This design comes from an exercise in tuning for small area on the open sky130 flow, not from production work.
In this exercise RTL edits were held to simulation tests only and were not proved equivalent to the original.

Design sccpu, start of the top module:
module sccpu (instr, mem, clrn, clk, pc, alu, data, wmem);
    input  [31:0] instr, mem;
    input         clrn, clk;
    output [31:0] pc, alu, data;
    output        wmem;
    wire [5:0]  op = instr[31:26];
    wire [5:0]  fn = instr[5:0];
    wire [4:0]  rs = instr[25:21];
    wire [4:0]  rt = instr[20:16];
    wire [4:0]  rd = instr[15:11];
    wire [4:0]  sa = instr[10:6];
    wire [15:0] imm = instr[15:0];
    wire rtype = (op == 6'b000000);
    wire r_alu = rtype & ((fn[5:3] == 3'b100 & ~(fn[2] & fn[1] & fn[0]) & ~(~fn[2] & fn[0]))
                        | (fn[5:2] == 4'b0000 & ~(~fn[1] & fn[0])));
    wire i_jr   = rtype & (fn == 6'b001000);
    wire i_iop  = (op[5:3] == 3'b001) & ~(op[2:0] == 3'b001) & ~(op[2:1] == 2'b01);
    wire i_lw   = (op == 6'b100011);
    wire i_sw   = (op == 6'b101011);
    wire i_beq  = (op == 6'b000100);
    wire i_bne  = (op == 6'b000101);
    wire i_jmp  = (op[5:1] == 5'b00001);
    wire i_jal  = i_jmp & op[0];
    wire wreg = r_alu | i_iop | i_lw | i_jal;
    wire rt_alu  = ~op[5] & ~op[3];
    wire f2      = rt_alu ? fn[2] : op[2];
    wire f1      = rt_alu ? fn[1] : op[1];
    wire f0      = rt_alu ? fn[0] : op[0];
    wire s_shift = rt_alu & ~fn[5];
  ...
Settings: LEC_CHECK=0, CAP_MARGIN=10, CORE_MARGIN=2, CORE_UTILIZATION=45, PLACE_DENSITY=0.6, SETUP_SLACK_MARGIN=0.2, SLEW_MARGIN=5; clock period 13.0 ns.
standard.sh (not shown) runs the stock make flow with config.mk's settings and CLKGATE_MAP_FILE= SYNTH_SCRIPT=/design/flow/synth_recipe.tcl, a recipe that flattens the netlist after the stock synthesis.
==> flow/flow/run.sh <==
#!/bin/bash
# Own flow: the standard layout, with synthesis mapped by an area-oriented
# ABC script, smaller port buffers and a clock tree of smaller buffers
# without dummy loads.
set -euo pipefail
W=$(pwd)
F=$W/flow
export AREA_ABC_SCRIPT=$F/area.abc
sed "s|^source \$::env(SCRIPTS_DIR)/synth.tcl|source $F/abc_swap.tcl|" synth_recipe.tcl > area_synth.tcl
grep -q abc_swap.tcl area_synth.tcl
bash standard.sh SYNTH_SCRIPT=$W/area_synth.tcl \
  "CTS_ARGS=-sink_clustering_enable -repair_clock_nets -dont_use_dummy_load -buf_list {sky130_fd_sc_hd__clkbuf_8 sky130_fd_sc_hd__clkbuf_16} -sink_clustering_size 30 -sink_clustering_max_diameter 70" \
  "BUFFER_PORTS_ARGS=-buffer_cell sky130_fd_sc_hd__buf_1" \
  ADDER_MAP_FILE= MATCH_CELL_FOOTPRINT=0 \
  finish > $W/flow_make.log 2>&1
==> flow/flow/abc_swap.tcl <==
# Runs ORFS's synth.tcl unchanged except that ABC maps with flow/area.abc,
# an area-oriented script, instead of the platform's delay-oriented one.
set f [open $::env(SCRIPTS_DIR)/synth.tcl]
set t [read $f]
close $f
set hook "source \$::env(SCRIPTS_DIR)/synth_preamble.tcl"
set t [string map [list $hook "$hook\nset abc_args \[lreplace \$abc_args 1 1 $::env(AREA_ABC_SCRIPT)\]"] $t]
eval $t
==> flow/flow/area.abc <==
strash
&get -n
&st
&syn2
&dch -f
&nf -R 1000 -a -p
&put
topo
The starting point ran to the end with no violations.
==> next run, changes <==
--- a/flow/flow/run.sh
+++ b/flow/flow/run.sh
@@ -11,5 +11,5 @@
 bash standard.sh SYNTH_SCRIPT=$W/area_synth.tcl \
-  "CTS_ARGS=-sink_clustering_enable -repair_clock_nets -dont_use_dummy_load -buf_list {sky130_fd_sc_hd__clkbuf_8 sky130_fd_sc_hd__clkbuf_16} -sink_clustering_size 30 -sink_clustering_max_diameter 70" \
+  "CTS_ARGS=-sink_clustering_enable -repair_clock_nets -dont_use_dummy_load -buf_list {sky130_fd_sc_hd__clkbuf_4 sky130_fd_sc_hd__clkbuf_8} -sink_clustering_size 24 -sink_clustering_max_diameter 45" \
   "BUFFER_PORTS_ARGS=-buffer_cell sky130_fd_sc_hd__buf_1" \
-  ADDER_MAP_FILE= MATCH_CELL_FOOTPRINT=0 \
+  ADDER_MAP_FILE= \
   finish > $W/flow_make.log 2>&1
==> flow/flow/area.abc (replaced) <==
strash
&get -n
&st
&synch2
&dch -f
&nf -R 1000 -a
&put
topo
Settings changed: CAP_MARGIN 10 to 2, SLEW_MARGIN 5 to 0.
The new run finished with timing, DRC and antenna clean. Critical path depth drops by 5. Core utilization decreases by 0.87 points. Wire length went down by 5.5%. Final cell count stays flat. Count of clock-buffer cells in the layout climbs by 51.

-- static timing again, ports no longer ideal --
Ports are ideal in the flow. The routed layouts listed here were re-timed in OpenROAD.
Step 1, drivers: a clkbuf_16 drives clk and a buf_2 each remaining input, both assumed.
Step 2 adds t to the input delays and takes it off the output delays; t is the mean of the earliest and latest rising clock arrival at the registers after step 1. Input paths then give back, and output paths get back, about the clock's delay inside the block.
Three values: no drivers, after step 1, after step 2; two values: the first two.
run | t, ns | setup WS [ns] | worst data-port slew with drivers (ns)
the first run | 0.730 | 0.413 / 0.379 / 0.379 | 0.06
the second run | 0.883 | 0.515 / 0.491 / 0.491 | 0.06
After both steps setup and hold are still met in every run listed. The setup slack of the first run, which loses most, moves by -0.034 ns with the drivers and by -0.034 ns with both steps.
